From an optimization exercise on the open Yosys and OpenROAD flow, aimed at small area and a short achievable clock period; shortcuts taken in it are not production practice.
At most, simulation tests tie the RTL to the original design; equivalence was not proved.
Function not checked in run 4: the RTL went through the layout flow alone.

<file path="design.v">
module DSP(
input clk,
input rst,
input [15:0] dout,
output G2,
output [15:0] o
    );
reg [15:0] d0, d1, d2, d3, d4, d5, d6, d7;  
reg [18:0] sb;                              
reg [2:0]  co;                               
reg [3:0]  c;                               
reg [9:0]  q;                               
wire        old_ok = c[3];                  
wire [15:0] nd7    = ~(d7 & {16{old_ok}});    
wire [15:0] y;
wire rc1;
wire [5:0] ri1;
wire rc2;
wire [3:0] ri2;
wire rc3;
wire [2:0] rit;
wire [18:0] r;
wire ap_g0;
wire ap_p0;
wire ap_g1;
wire ap_p1;
wire ap_g2;
wire ap_p2;
wire ap_g3;
wire ap_p3;
wire ap_g4;
wire ap_p4;
wire ap_g5;
wire ap_p5;
wire ap_g6;
wire ap_p6;
wire ap_g7;
wire ap_p7;
wire ap_g8;
wire ap_p8;
wire ap_g9;
wire ap_p9;
wire ap_g10;
wire ap_p10;
wire ap_g11;
wire ap_p11;
wire ap_g12;
wire ap_p12;
wire ap_g13;
wire ap_p13;
wire ap_g14;
wire ap_p14;
wire ap_g15;
wire ap_p15;
wire ap_g16;
wire ap_p16;
wire ap_g17;
wire ap_p17;
wire ap_g18;
wire ap_p18;
wire ap_g0c;
wire ap_G1;
wire ap_G2;
wire ap_P2;
wire ap_G3;
wire ap_P3;
wire ap_G4;
wire ap_P4;
wire ap_G5;
wire ap_P5;
wire ap_G6;
wire ap_P6;
wire ap_G7;
wire ap_P7;
wire ap_G8;
wire ap_P8;
wire ap_G9;
wire ap_P9;
wire ap_G10;
wire ap_G11;
wire ap_G12;
wire ap_P12;
wire ap_G13;
wire ap_P13;
wire ap_G14;
wire ap_P14;
wire ap_G15;
wire ap_P15;
wire ap_G16;
wire ap_P16;
wire ap_G17;
wire ap_P17;
wire ap_G18;
wire ap_P18;
wire ap_G19;
wire ap_G20;
wire ap_G21;
wire ap_G22;
wire ap_G23;
wire ap_P23;
wire ap_G24;
wire ap_P24;
wire ap_G25;
wire ap_P25;
wire ap_G26;
wire ap_P26;
wire ap_G27;
wire ap_G28;
wire ap_G29;
wire ap_G30;
wire ap_G31;
wire ap_G32;
wire ap_G33;
wire ap_G34;
wire ap_G35;
wire ap_G36;
wire ap_G37;
wire ap_s0;
wire ap_s1;
wire ap_s2;
wire ap_s3;
wire ap_s4;
wire ap_s5;
wire ap_s6;
wire ap_s7;
wire ap_s8;
wire ap_s9;
wire ap_s10;
wire ap_s11;
wire ap_s12;
wire ap_s13;
wire ap_s14;
wire ap_s15;
wire ap_s16;
wire ap_s17;
wire ap_s18;
wire [18:0] p;
wire ab0__g0;
wire ab0__p0;
wire ab0__g1;
wire ab0__p1;
wire ab0__g2;
wire ab0__p2;
wire ab0__g3;
wire ab0__p3;
wire ab0__g4;
wire ab0__p4;
wire ab0__g5;
wire ab0__p5;
wire ab0__G1;
wire ab0__P1;
wire ab0__G2;
wire ab0__P2;
wire ab0__G3;
wire ab0__P3;
wire ab0__G4;
wire ab0__P4;
wire ab0__G5;
wire ab0__G6;
wire ab0__P6;
wire ab0__G7;
wire ab0__P7;
wire ab0__G8;
wire ab0__G9;
wire ab0__G10;
wire ab0__G11;
wire ab0__s0;
wire ab0__s1;
wire ab0__s2;
wire ab0__s3;
wire ab0__s4;
wire ab0__s5;
wire ab1__g0;
wire ab1__p0;
wire ab1__g1;
wire ab1__p1;
wire ab1__g2;
wire ab1__p2;
wire ab1__g3;
wire ab1__p3;
wire ab1__g4;
wire ab1__p4;
wire ab1__g5;
wire ab1__p5;
wire ab1__G1;
wire ab1__P1;
wire ab1__G2;
wire ab1__P2;
wire ab1__G3;
wire ab1__P3;
wire ab1__G4;
wire ab1__P4;
wire ab1__G5;
wire ab1__G6;
wire ab1__P6;
wire ab1__G7;
wire ab1__P7;
wire ab1__G8;
wire ab1__G9;
wire ab1__G10;
wire ab1__G11;
wire ab1__s0;
wire ab1__s1;
wire ab1__s2;
wire ab1__s3;
wire ab1__s4;
wire ab1__s5;
wire ab2__g0;
wire ab2__p0;
wire ab2__g1;
wire ab2__p1;
wire ab2__g2;
wire ab2__p2;
wire ab2__g3;
wire ab2__p3;
wire ab2__G1;
wire ab2__P1;
wire ab2__G2;
wire ab2__P2;
wire ab2__G3;
wire ab2__G4;
wire ab2__G5;
wire ab2__s0;
wire ab2__s1;
wire ab2__s2;
wire ab2__s3;
wire [18:0] sb_next;
wire [2:0] co_next;
wire tx0;
wire tk1;
wire tx1;
wire tk2;
wire tx2;
wire tk3;
wire tx3;
wire tk4;
wire tx4;
wire tk5;
wire tx5;
wire tk6;
wire tx6;
wire tk7;
wire tx7;
wire tk8;
wire tx8;
wire tk9;
wire tx9;
wire tk10;
wire tx10;
wire tk11;
wire tx11;
wire tk12;
wire tx12;
wire tk13;
wire tx13;
wire tk14;
wire tx14;
wire tk15;
wire tx15;
wire tk16;
wire tx16;
wire tk17;
wire tx17;
wire tk18;
wire tx18;
wire tk19;
wire tx19;
wire tk20;
wire tx20;
wire tk21;
wire tx21;
wire tk22;
wire aq_g0;
wire aq_p0;
wire aq_g1;
wire aq_p1;
wire aq_g2;
wire aq_p2;
wire aq_g3;
wire aq_p3;
wire aq_g4;
wire aq_p4;
wire aq_g5;
wire aq_p5;
wire aq_g6;
wire aq_p6;
wire aq_g7;
wire aq_p7;
wire aq_g8;
wire aq_p8;
wire aq_g9;
wire aq_p9;
wire aq_g10;
wire aq_p10;
wire aq_g11;
wire aq_p11;
wire aq_g12;
wire aq_p12;
wire aq_g13;
wire aq_p13;
wire aq_g14;
wire aq_p14;
wire aq_g15;
wire aq_p15;
wire aq_g16;
wire aq_p16;
wire aq_g17;
wire aq_p17;
wire aq_g18;
wire aq_p18;
wire aq_g19;
wire aq_p19;
wire aq_g20;
wire aq_p20;
wire aq_g21;
wire aq_p21;
wire aq_g0c;
wire aq_G1;
wire aq_G2;
wire aq_P2;
wire aq_G3;
wire aq_P3;
wire aq_G4;
wire aq_P4;
wire aq_G5;
wire aq_P5;
wire aq_G6;
wire aq_P6;
wire aq_G7;
wire aq_P7;
wire aq_G8;
wire aq_P8;
wire aq_G9;
wire aq_P9;
wire aq_G10;
wire aq_P10;
wire aq_G11;
wire aq_P11;
wire aq_G12;
wire aq_G13;
wire aq_G14;
wire aq_P14;
wire aq_G15;
wire aq_P15;
wire aq_G16;
wire aq_P16;
wire aq_G17;
wire aq_P17;
wire aq_G18;
wire aq_P18;
wire aq_G19;
wire aq_P19;
wire aq_G20;
wire aq_P20;
wire aq_G21;
wire aq_P21;
wire aq_G22;
wire aq_G23;
wire aq_G24;
wire aq_G25;
wire aq_G26;
wire aq_P26;
wire aq_G27;
wire aq_P27;
wire aq_G28;
wire aq_P28;
wire aq_G29;
wire aq_P29;
wire aq_G30;
wire aq_P30;
wire aq_G31;
wire aq_P31;
wire aq_G32;
wire aq_G33;
wire aq_G34;
wire aq_G35;
wire aq_G36;
wire aq_G37;
wire aq_G38;
wire aq_G39;
wire aq_G40;
wire aq_G41;
wire aq_G42;
wire aq_G43;
wire aq_G44;
wire aq_G45;
wire aq_s0;
wire aq_s1;
wire aq_s2;
wire aq_s3;
wire aq_s4;
wire aq_s5;
wire aq_s6;
wire aq_s7;
wire aq_s8;
wire aq_s9;
wire aq_s10;
wire aq_s11;
wire aq_s12;
wire aq_s13;
wire aq_s14;
wire aq_s15;
wire aq_s16;
wire aq_s17;
wire aq_s18;
wire aq_s19;
wire aq_s20;
wire aq_s21;
wire [9:0] qn;
assign rc1 = co[0];
assign ri1 = sb[11:6] + 6'd1;
assign rc2 = co[1] | (sb[6] & sb[7] & sb[8] & sb[9] & sb[10] & sb[11] & rc1);
assign ri2 = sb[15:12] + 4'd1;
assign rc3 = co[2] | (sb[12] & sb[13] & sb[14] & sb[15] & rc2);
assign rit = sb[18:16] + 3'd1;
assign r = {(rc3 ? rit[2] : sb[18]), (rc3 ? rit[1] : sb[17]), (rc3 ? rit[0] : sb[16]), (rc2 ? ri2[3] : sb[15]), (rc2 ? ri2[2] : sb[14]), (rc2 ? ri2[1] : sb[13]), (rc2 ? ri2[0] : sb[12]), (rc1 ? ri1[5] : sb[11]), (rc1 ? ri1[4] : sb[10]), (rc1 ? ri1[3] : sb[9]), (rc1 ? ri1[2] : sb[8]), (rc1 ? ri1[1] : sb[7]), (rc1 ? ri1[0] : sb[6]), sb[5], sb[4], sb[3], sb[2], sb[1], sb[0]};
assign ap_g0 = r[0] & nd7[0];
assign ap_p0 = r[0] ^ nd7[0];
assign ap_g1 = r[1] & nd7[1];
assign ap_p1 = r[1] ^ nd7[1];
assign ap_g2 = r[2] & nd7[2];
assign ap_p2 = r[2] ^ nd7[2];
assign ap_g3 = r[3] & nd7[3];
assign ap_p3 = r[3] ^ nd7[3];
assign ap_g4 = r[4] & nd7[4];
assign ap_p4 = r[4] ^ nd7[4];
assign ap_g5 = r[5] & nd7[5];
assign ap_p5 = r[5] ^ nd7[5];
assign ap_g6 = r[6] & nd7[6];
assign ap_p6 = r[6] ^ nd7[6];
assign ap_g7 = r[7] & nd7[7];
assign ap_p7 = r[7] ^ nd7[7];
assign ap_g8 = r[8] & nd7[8];
assign ap_p8 = r[8] ^ nd7[8];
assign ap_g9 = r[9] & nd7[9];
assign ap_p9 = r[9] ^ nd7[9];
assign ap_g10 = r[10] & nd7[10];
assign ap_p10 = r[10] ^ nd7[10];
assign ap_g11 = r[11] & nd7[11];
assign ap_p11 = r[11] ^ nd7[11];
assign ap_g12 = r[12] & nd7[12];
assign ap_p12 = r[12] ^ nd7[12];
assign ap_g13 = r[13] & nd7[13];
assign ap_p13 = r[13] ^ nd7[13];
assign ap_g14 = r[14] & nd7[14];
assign ap_p14 = r[14] ^ nd7[14];
assign ap_g15 = r[15] & nd7[15];
assign ap_p15 = r[15] ^ nd7[15];
assign ap_g16 = r[16] & 1'b1;
assign ap_p16 = r[16] ^ 1'b1;
assign ap_g17 = r[17] & 1'b1;
assign ap_p17 = r[17] ^ 1'b1;
assign ap_g18 = r[18] & 1'b1;
assign ap_p18 = r[18] ^ 1'b1;
assign ap_g0c = ap_g0 | (ap_p0 & 1'b1);
assign ap_G1 = ap_g1 | (ap_p1 & ap_g0c);
assign ap_G2 = ap_g3 | (ap_p3 & ap_g2);
assign ap_P2 = ap_p3 & ap_p2;
assign ap_G3 = ap_g5 | (ap_p5 & ap_g4);
assign ap_P3 = ap_p5 & ap_p4;
assign ap_G4 = ap_g7 | (ap_p7 & ap_g6);
assign ap_P4 = ap_p7 & ap_p6;
assign ap_G5 = ap_g9 | (ap_p9 & ap_g8);
assign ap_P5 = ap_p9 & ap_p8;
assign ap_G6 = ap_g11 | (ap_p11 & ap_g10);
assign ap_P6 = ap_p11 & ap_p10;
assign ap_G7 = ap_g13 | (ap_p13 & ap_g12);
assign ap_P7 = ap_p13 & ap_p12;
assign ap_G8 = ap_g15 | (ap_p15 & ap_g14);
assign ap_P8 = ap_p15 & ap_p14;
assign ap_G9 = ap_g17 | (ap_p17 & ap_g16);
assign ap_P9 = ap_p17 & ap_p16;
assign ap_G10 = ap_g2 | (ap_p2 & ap_G1);
assign ap_G11 = ap_G2 | (ap_P2 & ap_G1);
assign ap_G12 = ap_g6 | (ap_p6 & ap_G3);
assign ap_P12 = ap_p6 & ap_P3;
assign ap_G13 = ap_G4 | (ap_P4 & ap_G3);
assign ap_P13 = ap_P4 & ap_P3;
assign ap_G14 = ap_g10 | (ap_p10 & ap_G5);
assign ap_P14 = ap_p10 & ap_P5;
assign ap_G15 = ap_G6 | (ap_P6 & ap_G5);
assign ap_P15 = ap_P6 & ap_P5;
assign ap_G16 = ap_g14 | (ap_p14 & ap_G7);
assign ap_P16 = ap_p14 & ap_P7;
assign ap_G17 = ap_G8 | (ap_P8 & ap_G7);
assign ap_P17 = ap_P8 & ap_P7;
assign ap_G18 = ap_g18 | (ap_p18 & ap_G9);
assign ap_P18 = ap_p18 & ap_P9;
assign ap_G19 = ap_g4 | (ap_p4 & ap_G11);
assign ap_G20 = ap_G3 | (ap_P3 & ap_G11);
assign ap_G21 = ap_G12 | (ap_P12 & ap_G11);
assign ap_G22 = ap_G13 | (ap_P13 & ap_G11);
assign ap_G23 = ap_g12 | (ap_p12 & ap_G15);
assign ap_P23 = ap_p12 & ap_P15;
assign ap_G24 = ap_G7 | (ap_P7 & ap_G15);
assign ap_P24 = ap_P7 & ap_P15;
assign ap_G25 = ap_G16 | (ap_P16 & ap_G15);
assign ap_P25 = ap_P16 & ap_P15;
assign ap_G26 = ap_G17 | (ap_P17 & ap_G15);
assign ap_P26 = ap_P17 & ap_P15;
assign ap_G27 = ap_g8 | (ap_p8 & ap_G22);
assign ap_G28 = ap_G5 | (ap_P5 & ap_G22);
assign ap_G29 = ap_G14 | (ap_P14 & ap_G22);
assign ap_G30 = ap_G15 | (ap_P15 & ap_G22);
assign ap_G31 = ap_G23 | (ap_P23 & ap_G22);
assign ap_G32 = ap_G24 | (ap_P24 & ap_G22);
assign ap_G33 = ap_G25 | (ap_P25 & ap_G22);
assign ap_G34 = ap_G26 | (ap_P26 & ap_G22);
assign ap_G35 = ap_g16 | (ap_p16 & ap_G34);
assign ap_G36 = ap_G9 | (ap_P9 & ap_G34);
assign ap_G37 = ap_G18 | (ap_P18 & ap_G34);
assign ap_s0 = ap_p0 ^ 1'b1;
assign ap_s1 = ap_p1 ^ ap_g0c;
assign ap_s2 = ap_p2 ^ ap_G1;
assign ap_s3 = ap_p3 ^ ap_G10;
assign ap_s4 = ap_p4 ^ ap_G11;
assign ap_s5 = ap_p5 ^ ap_G19;
assign ap_s6 = ap_p6 ^ ap_G20;
assign ap_s7 = ap_p7 ^ ap_G21;
assign ap_s8 = ap_p8 ^ ap_G22;
assign ap_s9 = ap_p9 ^ ap_G27;
assign ap_s10 = ap_p10 ^ ap_G28;
assign ap_s11 = ap_p11 ^ ap_G29;
assign ap_s12 = ap_p12 ^ ap_G30;
assign ap_s13 = ap_p13 ^ ap_G31;
assign ap_s14 = ap_p14 ^ ap_G32;
assign ap_s15 = ap_p15 ^ ap_G33;
assign ap_s16 = ap_p16 ^ ap_G34;
assign ap_s17 = ap_p17 ^ ap_G35;
assign ap_s18 = ap_p18 ^ ap_G36;
assign p = {ap_s18, ap_s17, ap_s16, ap_s15, ap_s14, ap_s13, ap_s12, ap_s11, ap_s10, ap_s9, ap_s8, ap_s7, ap_s6, ap_s5, ap_s4, ap_s3, ap_s2, ap_s1, ap_s0};
assign ab0__g0 = p[0] & dout[0];
assign ab0__p0 = p[0] ^ dout[0];
assign ab0__g1 = p[1] & dout[1];
assign ab0__p1 = p[1] ^ dout[1];
assign ab0__g2 = p[2] & dout[2];
assign ab0__p2 = p[2] ^ dout[2];
assign ab0__g3 = p[3] & dout[3];
assign ab0__p3 = p[3] ^ dout[3];
assign ab0__g4 = p[4] & dout[4];
assign ab0__p4 = p[4] ^ dout[4];
assign ab0__g5 = p[5] & dout[5];
assign ab0__p5 = p[5] ^ dout[5];
assign ab0__G1 = ab0__g5 | (ab0__p5 & ab0__g4);
assign ab0__P1 = ab0__p5 & ab0__p4;
assign ab0__G2 = ab0__g4 | (ab0__p4 & ab0__g3);
assign ab0__P2 = ab0__p4 & ab0__p3;
assign ab0__G3 = ab0__g3 | (ab0__p3 & ab0__g2);
assign ab0__P3 = ab0__p3 & ab0__p2;
assign ab0__G4 = ab0__g2 | (ab0__p2 & ab0__g1);
assign ab0__P4 = ab0__p2 & ab0__p1;
assign ab0__G5 = ab0__g1 | (ab0__p1 & ab0__g0);
assign ab0__G6 = ab0__G1 | (ab0__P1 & ab0__G3);
assign ab0__P6 = ab0__P1 & ab0__P3;
assign ab0__G7 = ab0__G2 | (ab0__P2 & ab0__G4);
assign ab0__P7 = ab0__P2 & ab0__P4;
assign ab0__G8 = ab0__G3 | (ab0__P3 & ab0__G5);
assign ab0__G9 = ab0__G4 | (ab0__P4 & ab0__g0);
assign ab0__G10 = ab0__G6 | (ab0__P6 & ab0__G5);
assign ab0__G11 = ab0__G7 | (ab0__P7 & ab0__g0);
assign ab0__s0 = ab0__p0 ^ 1'b0;
assign ab0__s1 = ab0__p1 ^ ab0__g0;
assign ab0__s2 = ab0__p2 ^ ab0__G5;
assign ab0__s3 = ab0__p3 ^ ab0__G9;
assign ab0__s4 = ab0__p4 ^ ab0__G8;
assign ab0__s5 = ab0__p5 ^ ab0__G11;
assign ab1__g0 = p[6] & dout[6];
assign ab1__p0 = p[6] ^ dout[6];
assign ab1__g1 = p[7] & dout[7];
assign ab1__p1 = p[7] ^ dout[7];
assign ab1__g2 = p[8] & dout[8];
assign ab1__p2 = p[8] ^ dout[8];
assign ab1__g3 = p[9] & dout[9];
assign ab1__p3 = p[9] ^ dout[9];
assign ab1__g4 = p[10] & dout[10];
assign ab1__p4 = p[10] ^ dout[10];
assign ab1__g5 = p[11] & dout[11];
assign ab1__p5 = p[11] ^ dout[11];
assign ab1__G1 = ab1__g5 | (ab1__p5 & ab1__g4);
assign ab1__P1 = ab1__p5 & ab1__p4;
assign ab1__G2 = ab1__g4 | (ab1__p4 & ab1__g3);
assign ab1__P2 = ab1__p4 & ab1__p3;
assign ab1__G3 = ab1__g3 | (ab1__p3 & ab1__g2);
assign ab1__P3 = ab1__p3 & ab1__p2;
assign ab1__G4 = ab1__g2 | (ab1__p2 & ab1__g1);
assign ab1__P4 = ab1__p2 & ab1__p1;
assign ab1__G5 = ab1__g1 | (ab1__p1 & ab1__g0);
assign ab1__G6 = ab1__G1 | (ab1__P1 & ab1__G3);
assign ab1__P6 = ab1__P1 & ab1__P3;
assign ab1__G7 = ab1__G2 | (ab1__P2 & ab1__G4);
assign ab1__P7 = ab1__P2 & ab1__P4;
assign ab1__G8 = ab1__G3 | (ab1__P3 & ab1__G5);
assign ab1__G9 = ab1__G4 | (ab1__P4 & ab1__g0);
assign ab1__G10 = ab1__G6 | (ab1__P6 & ab1__G5);
assign ab1__G11 = ab1__G7 | (ab1__P7 & ab1__g0);
assign ab1__s0 = ab1__p0 ^ 1'b0;
assign ab1__s1 = ab1__p1 ^ ab1__g0;
assign ab1__s2 = ab1__p2 ^ ab1__G5;
assign ab1__s3 = ab1__p3 ^ ab1__G9;
assign ab1__s4 = ab1__p4 ^ ab1__G8;
assign ab1__s5 = ab1__p5 ^ ab1__G11;
assign ab2__g0 = p[12] & dout[12];
assign ab2__p0 = p[12] ^ dout[12];
assign ab2__g1 = p[13] & dout[13];
assign ab2__p1 = p[13] ^ dout[13];
assign ab2__g2 = p[14] & dout[14];
assign ab2__p2 = p[14] ^ dout[14];
assign ab2__g3 = p[15] & dout[15];
assign ab2__p3 = p[15] ^ dout[15];
assign ab2__G1 = ab2__g3 | (ab2__p3 & ab2__g2);
assign ab2__P1 = ab2__p3 & ab2__p2;
assign ab2__G2 = ab2__g2 | (ab2__p2 & ab2__g1);
assign ab2__P2 = ab2__p2 & ab2__p1;
assign ab2__G3 = ab2__g1 | (ab2__p1 & ab2__g0);
assign ab2__G4 = ab2__G1 | (ab2__P1 & ab2__G3);
assign ab2__G5 = ab2__G2 | (ab2__P2 & ab2__g0);
assign ab2__s0 = ab2__p0 ^ 1'b0;
assign ab2__s1 = ab2__p1 ^ ab2__g0;
assign ab2__s2 = ab2__p2 ^ ab2__G3;
assign ab2__s3 = ab2__p3 ^ ab2__G5;
assign sb_next = {p[18:16], ab2__s3, ab2__s2, ab2__s1, ab2__s0, ab1__s5, ab1__s4, ab1__s3, ab1__s2, ab1__s1, ab1__s0, ab0__s5, ab0__s4, ab0__s3, ab0__s2, ab0__s1, ab0__s0};
assign co_next = {ab2__G4, ab1__G10, ab0__G10};
assign tx0 = ~y[0] ^ y[6];
assign tk1 = ~y[0] & y[6];
assign tx1 = ~y[1] ^ y[7];
assign tk2 = ~y[1] & y[7];
assign tx2 = ~y[2] ^ y[8];
assign tk3 = ~y[2] & y[8];
assign tx3 = ~y[3] ^ y[9];
assign tk4 = ~y[3] & y[9];
assign tx4 = ~y[4] ^ y[10];
assign tk5 = ~y[4] & y[10];
assign tx5 = ~y[5] ^ y[11];
assign tk6 = ~y[5] & y[11];
assign tx6 = y[0] ^ ~y[6] ^ y[12];
assign tk7 = (y[0] & ~y[6]) | (y[0] & y[12]) | (~y[6] & y[12]);
assign tx7 = y[1] ^ ~y[7] ^ y[13];
assign tk8 = (y[1] & ~y[7]) | (y[1] & y[13]) | (~y[7] & y[13]);
assign tx8 = y[2] ^ ~y[8] ^ y[14];
assign tk9 = (y[2] & ~y[8]) | (y[2] & y[14]) | (~y[8] & y[14]);
assign tx9 = y[3] ^ ~y[9] ^ y[15];
assign tk10 = (y[3] & ~y[9]) | (y[3] & y[15]) | (~y[9] & y[15]);
assign tx10 = y[4] ^ ~y[10];
assign tk11 = y[4] & ~y[10];
assign tx11 = y[5] ^ ~y[11];
assign tk12 = y[5] & ~y[11];
assign tx12 = y[6] ^ ~y[12];
assign tk13 = y[6] & ~y[12];
assign tx13 = y[7] ^ ~y[13];
assign tk14 = y[7] & ~y[13];
assign tx14 = y[8] ^ ~y[14];
assign tk15 = y[8] & ~y[14];
assign tx15 = y[9] ^ ~y[15];
assign tk16 = y[9] & ~y[15];
assign tx16 = y[10] ^ 1'b1;
assign tk17 = y[10] & 1'b1;
assign tx17 = y[11] ^ 1'b1;
assign tk18 = y[11] & 1'b1;
assign tx18 = y[12] ^ 1'b1;
assign tk19 = y[12] & 1'b1;
assign tx19 = y[13] ^ 1'b1;
assign tk20 = y[13] & 1'b1;
assign tx20 = y[14] ^ 1'b1;
assign tk21 = y[14] & 1'b1;
assign tx21 = y[15] ^ 1'b1;
assign tk22 = y[15] & 1'b1;
assign aq_g0 = tx0 & 1'b0;
assign aq_p0 = tx0 ^ 1'b0;
assign aq_g1 = tx1 & tk1;
assign aq_p1 = tx1 ^ tk1;
assign aq_g2 = tx2 & tk2;
assign aq_p2 = tx2 ^ tk2;
assign aq_g3 = tx3 & tk3;
assign aq_p3 = tx3 ^ tk3;
assign aq_g4 = tx4 & tk4;
assign aq_p4 = tx4 ^ tk4;
assign aq_g5 = tx5 & tk5;
assign aq_p5 = tx5 ^ tk5;
assign aq_g6 = tx6 & tk6;
assign aq_p6 = tx6 ^ tk6;
assign aq_g7 = tx7 & tk7;
assign aq_p7 = tx7 ^ tk7;
assign aq_g8 = tx8 & tk8;
assign aq_p8 = tx8 ^ tk8;
assign aq_g9 = tx9 & tk9;
assign aq_p9 = tx9 ^ tk9;
assign aq_g10 = tx10 & tk10;
assign aq_p10 = tx10 ^ tk10;
assign aq_g11 = tx11 & tk11;
assign aq_p11 = tx11 ^ tk11;
assign aq_g12 = tx12 & tk12;
assign aq_p12 = tx12 ^ tk12;
assign aq_g13 = tx13 & tk13;
assign aq_p13 = tx13 ^ tk13;
assign aq_g14 = tx14 & tk14;
assign aq_p14 = tx14 ^ tk14;
assign aq_g15 = tx15 & tk15;
assign aq_p15 = tx15 ^ tk15;
assign aq_g16 = tx16 & tk16;
assign aq_p16 = tx16 ^ tk16;
assign aq_g17 = tx17 & tk17;
assign aq_p17 = tx17 ^ tk17;
assign aq_g18 = tx18 & tk18;
assign aq_p18 = tx18 ^ tk18;
assign aq_g19 = tx19 & tk19;
assign aq_p19 = tx19 ^ tk19;
assign aq_g20 = tx20 & tk20;
assign aq_p20 = tx20 ^ tk20;
assign aq_g21 = tx21 & tk21;
assign aq_p21 = tx21 ^ tk21;
assign aq_g0c = aq_g0 | (aq_p0 & 1'b1);
assign aq_G1 = aq_g1 | (aq_p1 & aq_g0c);
assign aq_G2 = aq_g3 | (aq_p3 & aq_g2);
assign aq_P2 = aq_p3 & aq_p2;
assign aq_G3 = aq_g5 | (aq_p5 & aq_g4);
assign aq_P3 = aq_p5 & aq_p4;
assign aq_G4 = aq_g7 | (aq_p7 & aq_g6);
assign aq_P4 = aq_p7 & aq_p6;
assign aq_G5 = aq_g9 | (aq_p9 & aq_g8);
assign aq_P5 = aq_p9 & aq_p8;
assign aq_G6 = aq_g11 | (aq_p11 & aq_g10);
assign aq_P6 = aq_p11 & aq_p10;
assign aq_G7 = aq_g13 | (aq_p13 & aq_g12);
assign aq_P7 = aq_p13 & aq_p12;
assign aq_G8 = aq_g15 | (aq_p15 & aq_g14);
assign aq_P8 = aq_p15 & aq_p14;
assign aq_G9 = aq_g17 | (aq_p17 & aq_g16);
assign aq_P9 = aq_p17 & aq_p16;
assign aq_G10 = aq_g19 | (aq_p19 & aq_g18);
assign aq_P10 = aq_p19 & aq_p18;
assign aq_G11 = aq_g21 | (aq_p21 & aq_g20);
assign aq_P11 = aq_p21 & aq_p20;
assign aq_G12 = aq_g2 | (aq_p2 & aq_G1);
assign aq_G13 = aq_G2 | (aq_P2 & aq_G1);
assign aq_G14 = aq_g6 | (aq_p6 & aq_G3);
assign aq_P14 = aq_p6 & aq_P3;
assign aq_G15 = aq_G4 | (aq_P4 & aq_G3);
assign aq_P15 = aq_P4 & aq_P3;
assign aq_G16 = aq_g10 | (aq_p10 & aq_G5);
assign aq_P16 = aq_p10 & aq_P5;
assign aq_G17 = aq_G6 | (aq_P6 & aq_G5);
assign aq_P17 = aq_P6 & aq_P5;
assign aq_G18 = aq_g14 | (aq_p14 & aq_G7);
assign aq_P18 = aq_p14 & aq_P7;
assign aq_G19 = aq_G8 | (aq_P8 & aq_G7);
assign aq_P19 = aq_P8 & aq_P7;
assign aq_G20 = aq_g18 | (aq_p18 & aq_G9);
assign aq_P20 = aq_p18 & aq_P9;
assign aq_G21 = aq_G10 | (aq_P10 & aq_G9);
assign aq_P21 = aq_P10 & aq_P9;
assign aq_G22 = aq_g4 | (aq_p4 & aq_G13);
assign aq_G23 = aq_G3 | (aq_P3 & aq_G13);
assign aq_G24 = aq_G14 | (aq_P14 & aq_G13);
assign aq_G25 = aq_G15 | (aq_P15 & aq_G13);
assign aq_G26 = aq_g12 | (aq_p12 & aq_G17);
assign aq_P26 = aq_p12 & aq_P17;
assign aq_G27 = aq_G7 | (aq_P7 & aq_G17);
assign aq_P27 = aq_P7 & aq_P17;
assign aq_G28 = aq_G18 | (aq_P18 & aq_G17);
assign aq_P28 = aq_P18 & aq_P17;
assign aq_G29 = aq_G19 | (aq_P19 & aq_G17);
assign aq_P29 = aq_P19 & aq_P17;
assign aq_G30 = aq_g20 | (aq_p20 & aq_G21);
assign aq_P30 = aq_p20 & aq_P21;
assign aq_G31 = aq_G11 | (aq_P11 & aq_G21);
assign aq_P31 = aq_P11 & aq_P21;
assign aq_G32 = aq_g8 | (aq_p8 & aq_G25);
assign aq_G33 = aq_G5 | (aq_P5 & aq_G25);
assign aq_G34 = aq_G16 | (aq_P16 & aq_G25);
assign aq_G35 = aq_G17 | (aq_P17 & aq_G25);
assign aq_G36 = aq_G26 | (aq_P26 & aq_G25);
assign aq_G37 = aq_G27 | (aq_P27 & aq_G25);
assign aq_G38 = aq_G28 | (aq_P28 & aq_G25);
assign aq_G39 = aq_G29 | (aq_P29 & aq_G25);
assign aq_G40 = aq_g16 | (aq_p16 & aq_G39);
assign aq_G41 = aq_G9 | (aq_P9 & aq_G39);
assign aq_G42 = aq_G20 | (aq_P20 & aq_G39);
assign aq_G43 = aq_G21 | (aq_P21 & aq_G39);
assign aq_G44 = aq_G30 | (aq_P30 & aq_G39);
assign aq_G45 = aq_G31 | (aq_P31 & aq_G39);
assign aq_s0 = aq_p0 ^ 1'b1;
assign aq_s1 = aq_p1 ^ aq_g0c;
assign aq_s2 = aq_p2 ^ aq_G1;
assign aq_s3 = aq_p3 ^ aq_G12;
assign aq_s4 = aq_p4 ^ aq_G13;
assign aq_s5 = aq_p5 ^ aq_G22;
assign aq_s6 = aq_p6 ^ aq_G23;
assign aq_s7 = aq_p7 ^ aq_G24;
assign aq_s8 = aq_p8 ^ aq_G25;
assign aq_s9 = aq_p9 ^ aq_G32;
assign aq_s10 = aq_p10 ^ aq_G33;
assign aq_s11 = aq_p11 ^ aq_G34;
assign aq_s12 = aq_p12 ^ aq_G35;
assign aq_s13 = aq_p13 ^ aq_G36;
assign aq_s14 = aq_p14 ^ aq_G37;
assign aq_s15 = aq_p15 ^ aq_G38;
assign aq_s16 = aq_p16 ^ aq_G39;
assign aq_s17 = aq_p17 ^ aq_G40;
assign aq_s18 = aq_p18 ^ aq_G41;
assign aq_s19 = aq_p19 ^ aq_G42;
assign aq_s20 = aq_p20 ^ aq_G43;
assign aq_s21 = aq_p21 ^ aq_G44;
assign qn = {aq_s21, aq_s20, aq_s19, aq_s18, aq_s17, aq_s16, aq_s15, aq_s14, aq_s13, aq_s12};
assign y = r[18:3];
always @(posedge clk) begin
  d0 <= dout;
  d1 <= d0;
  d2 <= d1;
  d3 <= d2;
  d4 <= d3;
  d5 <= d4;
  d6 <= d5;
  d7 <= d6;
  if (rst) begin
    sb <= 19'd0;
    co <= 3'd0;
    c  <= 4'd0;
    q  <= 10'd0;
  end else begin
    sb <= sb_next;
    co <= co_next;
    c  <= c + {3'd0, ~old_ok};
    q  <= qn;
  end
end
assign o  = {6'd0, q};
assign G2 = 1'b0;
endmodule
</file>
<file path="config.mk">
export PLATFORM = sky130hd
export DESIGN_NAME = DSP
export DESIGN_NICKNAME = DSP
export VERILOG_FILES = /design/flow/design.v
export SDC_FILE = /design/flow/constraint.sdc
export NUM_CORES = 4
export LEC_CHECK = 0
export CAP_MARGIN = 20
export CORE_MARGIN = 2
export CORE_UTILIZATION = 40
export CTS_BUF_LIST = sky130_fd_sc_hd__clkbuf_4 sky130_fd_sc_hd__clkbuf_8
export SLEW_MARGIN = 20
</file>
<file path="constraint.sdc">
create_clock -name core_clock -period 16.0 [get_ports {clk}]
set_input_delay 3.2000 -clock core_clock [delete_from_list [all_inputs] [get_ports {clk}]]
set_output_delay 3.2000 -clock core_clock [all_outputs]
set_load 0.01 [all_outputs]
</file>
<file path="standard.sh">
#!/bin/bash
# synth_recipe.tcl (not shown) runs the flow's synth.tcl, then flattens the netlist and writes it again
# the make line also repeats each setting of config.mk as NAME=value (left out here)
make -C /OpenROAD-flow-scripts/flow DESIGN_CONFIG=/design/flow/config.mk WORK_HOME=/design/flow/orfs CLKGATE_MAP_FILE= SYNTH_SCRIPT=/design/flow/synth_recipe.tcl "${@:-finish}"
</file>
<file path="flow/run.sh">
#!/bin/bash
# Standard layout (bash standard.sh: the standard flow's own synthesis and ORFS steps), with
# two changes:
# - the port buffers are buf_2 cells instead of the default choice
#   (clkdlybuf4s50_1, a delay cell); every port is still buffered;
# - timing repair aims for 11.7 ns of setup slack at the design's clock period,
#   so the resizer speeds up the critical paths instead of stopping once the
#   16 ns period is met.
# The full output of the layout goes to standard.log.
set -euo pipefail
export BUFFER_PORTS_ARGS="-buffer_cell sky130_fd_sc_hd__buf_2"
export SETUP_SLACK_MARGIN=11.7
export CTS_ARGS="-sink_clustering_enable -repair_clock_nets -buf_list {sky130_fd_sc_hd__clkbuf_4 sky130_fd_sc_hd__clkbuf_8} -dont_use_dummy_load -sink_clustering_size 30 -sink_buffer_max_cap_derate 0.5"
bash standard.sh > standard.log 2>&1
</file>
==> results of run 1 <==
==> cells in the mapped netlist, drive strengths merged (2+ instances only) <==
library cell	number	area, sq um
o21bai	2	15.0
nor3	10	50.1
o21ai	10	50.0
dfxtp	164	3280
nand2	25	93.8
xor2	13	114
o2111ai	3	26.3
mux2	8	90.1
a31o	2	17.5
and2	3	18.8
nand4	4	25.0
xnor2	20	175
clkbuf	5	20.0
nand3	8	40.0
or2	3	18.8
nor2b	13	81.3
nor2	29	109
ha	74	926
a21o	17	128
fa	12	240
a31oi	3	18.8
mux2i	2	20.0
a21oi	30	150
inv	32	120
o21a	4	30.0
nand2b	2	12.5
buf	9	60.1
==> sequential cells by signal (all words and copies together), names as in the netlist <==
register and flops:
d1 16, sb 19, d5 16, d6 16
co 3, d2 16, d3 16, c 4
d0 16, q 10, d7 16, d4 16
==> final cells by class <==
cell class / instances / area share (%)
Timing Repair Buffer: 35 / 2.88
Clock buffer: 17 / 3.36
Tap cell: 184 / 3.40
Sequential cell: 164 / 48.5
Multi-Input combinational cell: 315 / 40.1
Inverter: 32 / 1.77
==> final timing paths <==
path	startpoint	end	slack [ns]	cells past startpoint
setup reg to reg	sb[13]	q[5]	11.98	16
hold / removal	d0[4]	d1[4]	0.31	0
hold reg to reg	d0[4]	d1[4]	0.31	0
setup / recovery	q[5]	o[5]	11.78	1
==> kinds of logic (layout without fill, tap and decap cells) <==
family	count (synthesis)	in the layout	synth area share (%)
buffers and inverters	46	84	3.32
multiplexers	10	10	1.82
AND/OR/NAND/NOR	100	100	7.82
adder cells (fa/ha/maj)	86	86	19.3
flip-flops	164	164	54.4
AO/OA/AOI/OAI	79	79	8.48
XOR/XNOR	33	33	4.79
other	1	7	0.0621
==> per-layer routing <==
metal,vias up,GRT usage (%)
met1,1617,15.4
met3,21,4.39
li1,1812,-
met4,0,6.40
met2,60,19.2
met5,-,0
==> repair_timing <==
action                                  4_1_cts  5_1_grt
endpoints found under the setup margin        4        6
setup buffers                                 0        8
endpoints found under the hold margin         0        0
gates resized for setup                       4       15
pin swaps                                     0        6
==> flow_summary.json, run 1 <==
{
  "dr_wl_met2_mm": 4.25,
  "num_vias": 3510,
  "die_x_um": 127,
  "syn_avg_cell_area_sq_um": 11.6,
  "area_delta_synth_final_pct": 12.2,
  "io_pins": 35,
  "antenna_found_initial": 0,
  "grt_pass1_vias": 3323,
  "ff_latch_area_sq_mm": 0.00329,
  "final_area_sq_mm": 0.00677,
  "grt_use_total_pct": 12.4,
  "multi_input_area_sq_mm": 0.00272,
  "dp_hpwl_mm": 6.89,
  "arrival_ns": 1.02,
  "cts_tree": "done",
  "cp_max_fo": 1,
  "insertion_delay_ns": 0.58,
  "maxCapViolCount": 0,
  "setup.worst_path.start_class": "flip-flop",
  "yosys_register_bits": 164,
  "wl_met3_um": 393,
  "hold_buffers": 0,
  "holdCritPathClass": "reg2reg",
  "path_cells": "buf_2",
  "tns_ns": 0,
  "port_buffers": 27,
  "ys.flop_type": "dfxtp_1",
  "core-area_sq_mm": 0.0146,
  "placed_area_sq_mm": 0.00639,
  "postSynthCellCount": 519,
  "final_cell_mix": "162 x dfxtp_1, 72 x ha_1, 31 x inv_1",
  "drt-wirelength-per-cell_um": 12.5,
  "dpl.cell_count": 722,
  "m1WireLength_mm": 4.51,
  "dp_slack_ns": 11.36,
  "stdcell_count": 747,
  "criticalPathCategory": "reg2out",
  "yosysWarnings": 1,
  "cts_sinks": 164,
  "grt_pass1_wl_mm": 15.4,
  "clkSlewWorstSetupHoldPaths_ns": 0.08,
  "numCtsBuffers": 17,
  "cts_buffer_depth": 2,
  "finalSetupViolCount": 0,
  "cpPeakStageDelay_ns": 0.31,
  "endpoint_kind": "output port",
  "dr.pass1.iters": 4,
  "synth_edf_count": 0,
  "drc_errors": 0,
  "layout_min_cycle_time_ns": 4.22,
  "async_flop_share_pct": 0,
  "drt-initial-drc-count": 139,
  "postLayoutCoreUtil_pct": 46.3,
  "clock_skew_ns": 0.0189,
  "viasPerCell": 4.70,
  "hold_violations": 0,
  "highest_layer": "met4",
  "worst_pin_slew_ns": 0.710,
  "whs_ns": 0.313,
  "synth_seq_area_share_pct": 54.4,
  "synthesis.area_sq_mm": 0.00604,
  "relSlewSlack_pct": 52.7,
  "cp_num_buf_inv": 1,
  "num-fill-cells": 1359,
  "die_area_sq_mm": 0.0161,
  "fin_ws_ns": 11.78,
  "fmax_mhz": 237,
  "antenna_cells": 0,
  "grt_overflow": 0,
  "rsz0062_at_grt": "no",
  "path_delay_family": "flip-flops",
  "slew_viol_final": 0,
  "period_share_pct": 26.4,
  "cts-root-buf": "clkbuf_4",
  "wl_mm": 9.34,
  "htreeDepth": 4,
  "status": "no timing/DRC/antenna violations",
  "nNetsFinal": 669,
  "worstPathRequired_ns": 12.80,
  "final_common_cell": "dfxtp_1",
  "num_rows": 44,
  "ys_types": 44,
  "drtAntennaViolNets": 0,
  "die_h_um": 127,
  "initial_core_util_pct": 41.2,
  "grt_max_degree": 41,
  "drive_gt1_share_pct": 15.6,
  "gp_congestion": 0.837,
  "crit_slowest_cell": "dfxtp_2"
}
==> inputs of run 2 (changes only) <==
--- a/flow/run.sh
+++ b/flow/run.sh
@@ -12,3 +12,2 @@
 export SETUP_SLACK_MARGIN=11.7
-export CTS_ARGS="-sink_clustering_enable -repair_clock_nets -buf_list {sky130_fd_sc_hd__clkbuf_4 sky130_fd_sc_hd__clkbuf_8} -dont_use_dummy_load -sink_clustering_size 30 -sink_buffer_max_cap_derate 0.5"
 bash standard.sh > standard.log 2>&1
==> run 2 against run 1 <==
Sequential cell count stayed put. Non-clock buffer count decreased by 2. Design area up 1.8%. Synthesized cell count unchanged. Routed wire length increased by 0.17%. Maximum frequency increased by 0.85%. Critical endpoint is now co[0].
==> flow_summary.json, run 2 <==
{
  "finalSetupViolCount": 0,
  "die_h_um": 127,
  "rsz0062_at_grt": "yes",
  "final_common_cell": "dfxtp_1",
  "path_delay_family": "adder cells",
  "wl_mm": 9.36,
  "synth_edf_count": 0,
  "path_cells": "buf_2 -> ha_4 -> fa_2 -> a21oi_2 -> nor2_1 -> o21a_1 -> o21ai_1 -> a21oi_1",
  "dp_hpwl_mm": 6.89,
  "tns_ns": 0,
  "final_cell_mix": "163 x dfxtp_1, 72 x ha_1, 31 x inv_1",
  "drc_errors": 0,
  "largest_reg_flops": 19,
  "yosys.cell_count.top_type": "dfxtp_1",
  "stdcell_count": 759,
  "grt_max_degree": 41,
  "nNetsFinal": 667,
  "port_buffers": 27,
  "arrival_ns": 4.48,
  "num-fill-cells": 1353,
  "async_flop_share_pct": 0,
  "ys.flop_type": "dfxtp_1",
  "numCtsBuffers": 17,
  "drive_gt1_share_pct": 17.2,
  "postLayoutCoreUtil_pct": 47.1,
  "cp_num_buf_inv": 1,
  "num_rows": 44,
  "viasPerCell": 4.65,
  "drt-wirelength-per-cell_um": 12.3,
  "grt_use_total_pct": 12.6,
  "num_vias": 3531,
  "cts_buffer_depth": 2,
  "period_share_pct": 26.2,
  "ys_types": 44,
  "layout_min_cycle_time_ns": 4.19,
  "htreeDepth": 4,
  "yosysWarnings": 1,
  "drtAntennaViolNets": 0,
  "cts_sinks": 164,
  "clkSlewWorstSetupHoldPaths_ns": 0.08,
  "grt_pass1_vias": 3344,
  "synth_seq_area_share_pct": 54.4,
  "initial_core_util_pct": 41.2,
  "worstPathRequired_ns": 16.30,
  "reg2reg_from": "sb[13]",
  "ys_top_cells_by_count": "164 x dfxtp_1, 74 x ha_1, 32 x inv_1",
  "min_from": "d0[2]",
  "fmax_mhz": 239,
  "dp_slack_ns": 11.36,
  "area_delta_synth_final_pct": 14.2,
  "insertion_delay_ns": 0.45,
  "cts_tree": "done",
  "cpPeakStageDelay_ns": 0.41,
  "setup.worst_path.start_class": "input pin",
  "fin_ws_ns": 11.81,
  "endpoint_kind": "flip-flop",
  "yosys-top-cells-area": "dfxtp_1 54%, ha_1 15%, fa_1 4.0%",
  "worst_pin_slew_ns": 0.712,
  "criticalPathCategory": "in2reg",
  "top_register": "sb",
  "r2r_slack_ns": 11.96,
  "grt_overflow": 0,
  "cts-root-buf": "clkbuf_8",
  "clock_skew_ns": 0.0116,
  "die_x_um": 127,
  "hold_violations": 0,
  "synthesis.area_sq_mm": 0.00604,
  "drt-initial-drc-count": 135,
  "holdPathEnd": "d1[2]",
  "regToRegEndpoint": "q[5]",
  "slew_viol_final": 0,
  "synth.top_cell.area_share_pct": 54.4,
  "holdCritPathClass": "reg2reg",
  "antenna_cells": 0,
  "crit_start": "dout[0]",
  "maxCapViolCount": 0,
  "syn_avg_cell_area_sq_um": 11.6,
  "core-area_sq_mm": 0.0146,
  "cp_max_fo": 2,
  "yosys_register_bits": 164,
  "postSynthCellCount": 519,
  "holdPathStages": 0,
  "yosysTopAreaCell": "dfxtp_1",
  "status": "no timing/DRC/antenna violations",
  "gp_congestion": 0.837,
  "dpl.cell_count": 722,
  "dr.pass1.iters": 4,
  "die_area_sq_mm": 0.0161,
  "reg2regPathDepth": 18,
  "antenna_found_initial": 0,
  "io_pins": 35,
  "grt_pass1_wl_mm": 15.5,
  "crit_slowest_cell": "fa_2",
  "relSlewSlack_pct": 52.5
}
run 2: cell counts after synthesis:
Identical to the previous run, type by type.
run 2: cells by family (layout without fill, tap and decap cells):
family / Yosys count / count (layout) / synth area share, %
other: 1 / 7 / 0.0621
AND/OR/NAND/NOR: 100 / 100 / 7.82
XOR/XNOR: 33 / 33 / 4.79
flip-flops: 164 / 164 / 54.4
multiplexers: 10 / 10 / 1.82
buffers and inverters: 46 / 96 / 3.32
adder cells (fa/ha/maj): 86 / 86 / 19.3
AO/OA/AOI/OAI: 79 / 79 / 8.48
run 2: final cells by class:
cell class              count  area, sq um  share of cell area, %
clock buffers              22          284                   4.12
clock inverters             9         81.3                   1.18
inverters                  32          120                   1.74
multi-input cells         315         2720                   39.4
flip-flops and latches    164         3280                   47.6
well taps                 184          230                   3.34
repair buffers             33          180                   2.61
run 2: timing repair:
action / 4_1_cts / 5_1_grt
pin swaps: 0 / 3
buffers inserted: 0 / 6
endpoints found under the hold margin: 0 / 0
hold buffers: 0 / 0
setup endpoints to repair: 4 / 2
gates resized for setup: 5 / 13
run 2: through the flow:
stage | cell area (sq um) | hold slack, ns
2_1_floorplan | 6100 | 0.310
3_3_place_gp | 6390 | 0.310
3_5_place_dp | 6390 | 0.312
4_1_cts | 6780 | 0.324
5_1_grt | 6900 | 0.329
6_report | 6900 | 0.325
run 2: layer usage:
metal | share of wire, % | global-route usage, % | vias up
met5 | 0 | 0 | -
met4 | 1.9 | 5.82 | 0
met3 | 4.4 | 5.02 | 18
met2 | 45 | 19.3 | 53
met1 | 48 | 15.5 | 1640
li1 | - | - | 1820
run 2: how the worst max path moves through the flow:
stage | to | slack, ns | cells after the start
final | co[0] | 11.81 | 8
after global routing | q[5] | 11.66 | 18
after CTS | q[5] | 11.76 | 18
after detailed placement | co[0] | 11.36 | 8
after global placement | co[0] | 11.39 | 8
after floorplan | co[0] | 11.59 | 7
==> inputs of run 3 (changes only) <==
==> flow/run.sh (replaced) <==
#!/bin/bash
# Standard layout (bash standard.sh: the standard flow's own synthesis and ORFS steps), with
# three changes:
# - the port buffers are buf_2 cells instead of the default choice
#   (clkdlybuf4s50_1, a delay cell); every port is still buffered;
# - timing repair aims for 11.8 ns of setup slack at the design's clock period,
#   so the resizer speeds up the critical paths instead of stopping once the
#   16 ns period is met;
# - clock tree synthesis uses a sky130_fd_sc_hd__clkbuf_16 root buffer, sky130_fd_sc_hd__clkbuf_8 buffers below it,
#   and inserts no dummy loads.
# The full output of the layout goes to standard.log.
set -euo pipefail
export BUFFER_PORTS_ARGS="-buffer_cell sky130_fd_sc_hd__buf_2"
export SETUP_SLACK_MARGIN=11.8
export CTS_ARGS="-sink_clustering_enable -repair_clock_nets -root_buf sky130_fd_sc_hd__clkbuf_16 -buf_list {sky130_fd_sc_hd__clkbuf_8} -dont_use_dummy_load"
bash standard.sh > standard.log 2>&1
--- a/config.mk
+++ b/config.mk
@@ -10,3 +10,2 @@
 export CORE_UTILIZATION = 40
-export CTS_BUF_LIST = sky130_fd_sc_hd__clkbuf_4 sky130_fd_sc_hd__clkbuf_8
 export SLEW_MARGIN = 20
==> run 3 against run 2 <==
First-iteration DRC count shrank 1.5%. Hold slack worse by 0.016 ns. Critical path type unchanged. Utilization down 0.27 points. Non-clock buffer count unchanged. Area after synthesis unchanged. Still clean on timing, DRC and antenna. Highest routed layer unchanged. Final cell count down 1.8%.
==> flow_summary.json, run 3 <==
{
  "grt_use_total_pct": 12.8,
  "syn_avg_cell_area_sq_um": 11.6,
  "dp_hpwl_mm": 6.98,
  "core-area_sq_mm": 0.0146,
  "hold_violations": 0,
  "viasPerCell": 4.71,
  "status": "no timing/DRC/antenna violations",
  "ys.flop_type": "dfxtp_1",
  "crit_start": "dout[0]",
  "synth_seq_area_share_pct": 54.4,
  "async_flop_share_pct": 0,
  "top_register": "sb",
  "slew_viol_final": 0,
  "relSlewSlack_pct": 52.7,
  "synthesis.area_sq_mm": 0.00604,
  "yosys_register_bits": 164,
  "criticalPathCategory": "in2reg",
  "dp_slack_ns": 11.36,
  "dpl.cell_count": 722,
  "cts_tree": "done",
  "yosys-top-cells-area": "dfxtp_1 54%, ha_1 15%, fa_1 4.0%",
  "yosysWarnings": 1,
  "area_delta_synth_final_pct": 13.6,
  "dr.pass1.iters": 4,
  "synth-compound-area-share_pct": 8.48,
  "regToRegEndpoint": "q[5]",
  "initial_core_util_pct": 41.2,
  "num_vias": 3506,
  "endpoint_kind": "flip-flop",
  "whs_ns": 0.310,
  "arrival_ns": 4.40,
  "insertion_delay_ns": 0.38,
  "worst_pin_slew_ns": 0.709,
  "period_share_pct": 26.2,
  "fmax_mhz": 238,
  "grt_max_degree": 41,
  "synth.top_cell.area_share_pct": 54.4,
  "ys_types": 44,
  "final_common_cell": "dfxtp_1",
  "cts_sinks": 164,
  "cts-root-buf": "clkbuf_16",
  "postLayoutCoreUtil_pct": 46.8,
  "synthSimpleGateAreaFrac_pct": 7.82,
  "antenna_found_initial": 0,
  "synth_top_family_by_area": "adder cells",
  "grt_pass1_vias": 3515,
  "rsz0062_at_grt": "yes",
  "holdCritPathClass": "reg2reg",
  "wl_mm": 9.53,
  "finalSetupViolCount": 0,
  "fin_ws_ns": 11.80,
  "path_cells": "buf_8 -> ha_4 -> fa_2 -> a21oi_2 -> nor2_1 -> o21a_1 -> o21ai_1 -> a21oi_1",
  "drc_errors": 0,
  "tns_ns": 0,
  "yosys.cell_count.top_type": "dfxtp_1",
  "yosysTopAreaCell": "dfxtp_1",
  "grt_overflow": 0,
  "synth-xor-area-share_pct": 4.79,
  "worstPathRequired_ns": 16.20,
  "clkSlewWorstSetupHoldPaths_ns": 0.08,
  "stdcell_count": 745,
  "clock_skew_ns": 0.0243,
  "synth_edf_count": 0,
  "synth_mux_area_share_pct": 1.82,
  "synthAdderAreaFrac_pct": 19.3,
  "num_rows": 44,
  "largest_reg_flops": 19,
  "drive_gt1_share_pct": 16.6,
  "cpPeakStageDelay_ns": 0.35,
  "postSynthCellCount": 519,
  "crit_slowest_cell": "fa_2",
  "ys_top_cells_by_count": "164 x dfxtp_1, 74 x ha_1, 32 x inv_1",
  "num-fill-cells": 1341,
  "cts_buffer_depth": 2,
  "die_h_um": 127,
  "htreeDepth": 4,
  "drtAntennaViolNets": 0,
  "die_area_sq_mm": 0.0161,
  "final_cell_mix": "162 x dfxtp_1, 69 x ha_1, 31 x inv_1",
  "drt-wirelength-per-cell_um": 12.8,
  "endpoint": "co[0]",
  "drt-initial-drc-count": 133,
  "gp_congestion": 0.818,
  "cp_max_fo": 2,
  "numCtsBuffers": 17,
  "r2r_slack_ns": 12.00,
  "die_x_um": 127,
  "nNetsFinal": 667,
  "grt_pass1_wl_mm": 15.9,
  "reg2regPathDepth": 18,
  "io_pins": 35,
  "layout_min_cycle_time_ns": 4.20,
  "antenna_cells": 0,
  "reg2reg_from": "sb[6]",
  "maxCapViolCount": 0,
  "setup.worst_path.start_class": "input pin",
  "port_buffers": 27
}
[run 3: worst max-delay path, delay by kind of cell]
| kind | cells | cell delay, ns |
|---|---|---|
| adders and majority gates | 2 | 0.50 |
| AOI/OAI and AO/OA | 4 | 0.53 |
| and+or+nand+nor | 1 | 0.07 |
| buffers and inverters | 1 | 0.10 |
[run 3: how the worst min path moves through the flow]
stage | from | end | depth (start not counted)
global placement | d4[7] | d5[7] | 0
global route | d3[1] | d4[1] | 0
detailed placement | d0[0] | d1[0] | 0
CTS | d3[1] | d4[1] | 0
finish | d1[4] | d2[4] | 0
floorplan | d0[0] | d1[0] | 0
[run 3: layout make-up]
type                       instances  area [sq um]  area share, %
clock buffer                      17           245           3.58
inverter                          32           120           1.75
multi-input combinational        315          2780           40.5
sequential                       164          3290           47.9
tap                              184           230           3.36
timing repair buffer              33           196           2.87
[run 3: stage by stage]
step	area [sq um]
after floorplan	6130
after global placement	6420
after detailed placement	6420
after CTS	6710
after global routing	6860
final	6860
[run 3: logic make-up after synthesis]
group,Yosys count
AO/OA/AOI/OAI,79
XOR/XNOR,33
adder cells (fa/ha/maj),86
buffers and inverters,46
flip-flops,164
multiplexers,10
other,1
AND/OR/NAND/NOR,100
[run 3: layer usage]
layer | vias to the layer above | wire length (um) | share of wire [%] | GRT usage [%]
met2 | 56 | 4350 | 46 | 19.8
li1 | 1806 | - | - | -
met4 | 0 | 254 | 2.7 | 7.18
met3 | 18 | 377 | 4.0 | 3.96
met1 | 1626 | 4550 | 48 | 15.7
met5 | - | 0 | 0 | 0
[run 3: what timing repair did]
item,in CTS,in global routing
gates resized for setup,7,23
endpoints found under the setup margin,7,7
gates cloned,0,0
setup buffers,1,5
pin swaps,2,11
endpoints found under the hold margin,0,0
hold buffers,0,0
==> inputs of run 4 (changes only) <==
--- a/design.v
+++ b/design.v
@@ -16,7 +16,4 @@
 wire rc1;
-wire [5:0] ri1;
 wire rc2;
-wire [3:0] ri2;
 wire rc3;
-wire [2:0] rit;
 wire [18:0] r;
@@ -410,8 +407,5 @@
 assign rc1 = co[0];
-assign ri1 = sb[11:6] + 6'd1;
 assign rc2 = co[1] | (sb[6] & sb[7] & sb[8] & sb[9] & sb[10] & sb[11] & rc1);
-assign ri2 = sb[15:12] + 4'd1;
 assign rc3 = co[2] | (sb[12] & sb[13] & sb[14] & sb[15] & rc2);
-assign rit = sb[18:16] + 3'd1;
-assign r = {(rc3 ? rit[2] : sb[18]), (rc3 ? rit[1] : sb[17]), (rc3 ? rit[0] : sb[16]), (rc2 ? ri2[3] : sb[15]), (rc2 ? ri2[2] : sb[14]), (rc2 ? ri2[1] : sb[13]), (rc2 ? ri2[0] : sb[12]), (rc1 ? ri1[5] : sb[11]), (rc1 ? ri1[4] : sb[10]), (rc1 ? ri1[3] : sb[9]), (rc1 ? ri1[2] : sb[8]), (rc1 ? ri1[1] : sb[7]), (rc1 ? ri1[0] : sb[6]), sb[5], sb[4], sb[3], sb[2], sb[1], sb[0]};
+assign r = {(sb[18] ^ (rc3 & sb[16] & sb[17])), (sb[17] ^ (rc3 & sb[16])), (sb[16] ^ (rc3)), (sb[15] ^ (rc2 & sb[12] & sb[13] & sb[14])), (sb[14] ^ (rc2 & sb[12] & sb[13])), (sb[13] ^ (rc2 & sb[12])), (sb[12] ^ (rc2)), (sb[11] ^ (rc1 & sb[6] & sb[7] & sb[8] & sb[9] & sb[10])), (sb[10] ^ (rc1 & sb[6] & sb[7] & sb[8] & sb[9])), (sb[9] ^ (rc1 & sb[6] & sb[7] & sb[8])), (sb[8] ^ (rc1 & sb[6] & sb[7])), (sb[7] ^ (rc1 & sb[6])), (sb[6] ^ (rc1)), sb[5], sb[4], sb[3], sb[2], sb[1], sb[0]};
 assign ap_g0 = r[0] & nd7[0];
==> flow/run.sh (replaced) <==
#!/bin/bash
# Standard layout (bash standard.sh: the standard flow's own synthesis and ORFS steps), with
# three changes:
# - the port buffers are buf_2 cells instead of the default choice
#   (clkdlybuf4s50_1, a delay cell); every port is still buffered;
# - timing repair aims for 11.7 ns of setup slack at the design's clock period,
#   so the resizer speeds up the critical paths instead of stopping once the
#   16 ns period is met;
# - clock tree synthesis uses a sky130_fd_sc_hd__clkbuf_4 root buffer, sky130_fd_sc_hd__clkbuf_4 sky130_fd_sc_hd__clkbuf_8 buffers below it,
#   and inserts no dummy loads.
# The full output of the layout goes to standard.log.
set -euo pipefail
export BUFFER_PORTS_ARGS="-buffer_cell sky130_fd_sc_hd__buf_2"
export SETUP_SLACK_MARGIN=11.7
export CTS_ARGS="-sink_clustering_enable -repair_clock_nets -buf_list {sky130_fd_sc_hd__clkbuf_4 sky130_fd_sc_hd__clkbuf_8} -dont_use_dummy_load"
bash standard.sh > standard.log 2>&1
==> run 4 against run 3 <==
Still clean on timing, DRC and antenna. Global-route usage down 0.34 points. Final cell count down 3.2%. Sequential cell count unchanged. Maximum frequency is 0.26% lower. Critical path depth did not move. Sequential share of layout area up 2.1 points. Routed wire length fell by 5.5%. Critical path type unchanged. Highest routed layer unchanged.
==> flow_summary.json, run 4 <==
{
  "multi_input_area_sq_mm": 0.00258,
  "finalSetupViolCount": 0,
  "synthSimpleGateAreaFrac_pct": 7.33,
  "grt_pass1_vias": 3390,
  "maxCapViolCount": 0,
  "status": "no timing/DRC/antenna violations",
  "final_area_sq_mm": 0.00657,
  "yosys_register_bits": 164,
  "clkSlewWorstSetupHoldPaths_ns": 0.08,
  "cts_buffer_depth": 2,
  "viasPerCell": 4.65,
  "initial_core_util_pct": 41.1,
  "num_rows": 44,
  "io_pins": 35,
  "ys_top_cells_by_count": "164 x dfxtp_1, 80 x ha_1, 29 x a21oi_1, 29 x inv_1, 26 x nor2_1",
  "yosysTopAreaCell": "dfxtp_1",
  "final_common_cell": "dfxtp_1",
  "num_vias": 3352,
  "port_buffers": 27,
  "ys.flop_type": "dfxtp_1",
  "holdCritPathClass": "reg2reg",
  "regToRegEndpoint": "q[5]",
  "wl_mm": 9.01,
  "drtAntennaViolNets": 0,
  "yosysWarnings": 1,
  "synth_seq_area_share_pct": 54.8,
  "synth-compound-area-share_pct": 9.34,
  "arrival_ns": 4.50,
  "synth.top_cell.area_share_pct": 54.8,
  "cts-root-buf": "clkbuf_8",
  "tns_ns": 0,
  "postSynthCellCount": 500,
  "final_cell_mix": "163 x dfxtp_1, 78 x ha_1, 29 x inv_1",
  "crit_slowest_cell": "fa_2",
  "drt-wirelength-per-cell_um": 12.5,
  "criticalPathCategory": "in2reg",
  "holdPathStages": 0,
  "htreeDepth": 4,
  "worstPathRequired_ns": 16.29,
  "cts_tree": "done",
  "ys_types": 48,
  "min_from": "d1[5]",
  "dp_hpwl_mm": 6.88,
  "numCtsBuffers": 17,
  "ff_latch_area_sq_mm": 0.00328,
  "antenna_found_initial": 0,
  "slew_viol_final": 0,
  "period_share_pct": 26.3,
  "placed_area_sq_mm": 0.00633,
  "endpoint_kind": "flip-flop",
  "synthAdderAreaFrac_pct": 20.4,
  "clock_skew_ns": 0.0219,
  "setup.worst_path.start_class": "input pin",
  "cp_max_fo": 2,
  "drc_errors": 0,
  "worst_pin_slew_ns": 0.785,
  "antenna_cells": 0,
  "endpoint": "co[1]",
  "die_area_sq_mm": 0.0160,
  "largest_reg_flops": 19,
  "grt_overflow": 0,
  "fmax_mhz": 238,
  "cpPeakStageDelay_ns": 0.41,
  "synth_edf_count": 0,
  "yosys.cell_count.top_type": "dfxtp_1",
  "insertion_delay_ns": 0.44,
  "die_h_um": 126,
  "gp_congestion": 0.791,
  "synth_top_family_by_area": "adder cells",
  "synth_mux_area_share_pct": 0.752,
  "async_flop_share_pct": 0,
  "rsz0062_at_grt": "yes",
  "die_x_um": 126,
  "nNetsFinal": 648,
  "syn_avg_cell_area_sq_um": 12.0,
  "grt_pass1_wl_mm": 15.5,
  "drt-initial-drc-count": 128,
  "hold_violations": 0,
  "drive_gt1_share_pct": 13.2,
  "reg2regPathDepth": 17,
  "layout_min_cycle_time_ns": 4.21,
  "yosys-top-cells-area": "dfxtp_1 55%, ha_1 17%, fa_1 3.7%",
  "path_cells": "buf_2 -> ha_2 -> fa_2 -> a21oi_2 -> nor2_1 -> o21a_1 -> o21ai_1 -> a21oi_1",
  "area_delta_synth_final_pct": 9.69,
  "relSlewSlack_pct": 47.3,
  "num-fill-cells": 1385,
  "cts_sinks": 164,
  "core-area_sq_mm": 0.0146,
  "top_register": "sb",
  "crit_start": "dout[6]",
  "grt_use_total_pct": 12.4,
  "synthesis.area_sq_mm": 0.00599,
  "synth-xor-area-share_pct": 4.24,
  "r2r_slack_ns": 11.98,
  "dr.pass1.iters": 4,
  "reg2reg_from": "co[0]",
  "grt_max_degree": 43
}
-- run 4: cell count changes in the layout (fill, tap and decap cells not counted), moves of 3 or more --
cell	change
buf_4	-6
nand2_1	-4
nand3_1	-6
ha_4	-5
ha_1	+9
mux2_2	-6
and3_1	+3
-- run 4: cell type report --
class	instances	share of cell area (%)
clock buffers	17	3.56
inverters	29	1.66
multi-input cells	300	39.2
flip-flops and latches	164	50.0
well taps	184	3.50
repair buffers	27	2.06
-- run 4: critical path, delay by kind of cell --
| kind | cells | cell delay, ns |
|---|---|---|
| fa+ha+maj | 2 | 0.61 |
| simple gates | 1 | 0.06 |
| compound gates | 4 | 0.52 |
| buf+inv | 1 | 0.11 |
-- run 4: how the worst min path moves through the flow --
stage                         to  slack [ns]
after floorplan            d1[0]        0.31
after global placement    d2[14]        0.31
after detailed placement   d2[9]        0.31
after CTS                  d2[5]        0.32
after global routing      d5[11]        0.31
final                      d2[5]        0.31
-- run 4: kinds of logic (layout without fill, tap and decap cells) --
kind of cell	Yosys count	after routing
AO/OA/AOI/OAI	82	82
XOR/XNOR	29	29
adder cells (fa/ha/maj)	91	91
buffers and inverters	42	73
flip-flops	164	164
multiplexers	4	4
other	1	7
AND/OR/NAND/NOR	87	87
-- run 4: repair_timing --
item,in CTS,in global routing
resized for setup,0,2
endpoints found under the setup margin,0,6
setup buffers,0,0
hold buffers,0,0
-- run 4: stage by stage --
step                setup slack [ns]  cells  utilization [%]  hold WS (ns)
finish                         11.79    721             45.0         0.310
global route                   11.70    721             45.0         0.314
CTS                            11.81    721             45.0         0.315
detailed placement             11.35    704             43.4         0.312
global placement               11.39    704             43.4         0.309
floorplan                      11.59    506                -         0.310
-- run 4: per-layer routing --
metal / global-route usage [%] / vias to the layer above / wire (um)
met5: 0 / - / 0
met4: 5.24 / 0 / 150
met3: 4.18 / 13 / 346
met2: 20.2 / 49 / 4100
met1: 15.1 / 1555 / 4420
li1: - / 1735 / -

port drivers added, routing unchanged:
How much do the figures lean on ideal ports? The routed layouts below were timed once more, with nothing changed but the port constraints.
Step 1 (the two cells are an assumption about what drives the block):
set clk [get_ports {clk}]
set_driving_cell -lib_cell sky130_fd_sc_hd__clkbuf_16 $clk
set_driving_cell -lib_cell sky130_fd_sc_hd__buf_2 [delete_from_list [all_inputs] $clk]
Step 2 adds t to the input delays and takes it off the output delays; t is the mean of the earliest and latest rising clock arrival at the registers after step 1. Input paths then give back, and output paths get back, about the clock's delay inside the block.
Three values: ideal ports, drivers, drivers and shift; two values: the first two.
run | t (ns) | setup WS [ns] | worst setup path after step 2
run 1 | 0.609 | 11.779 / 11.745 / 11.349 | input to register
run 2 | 0.477 | 11.815 / 11.831 / 11.354 | input to register
run 3 | 0.398 | 11.802 / 11.802 / 11.404 | input to register
run 4 | 0.462 | 11.791 / 11.804 / 11.343 | input to register
After both steps setup and hold are still met in every run listed. The setup slack of run 2, which loses most, moves by +0.016 ns with the drivers and by -0.461 ns with both steps.
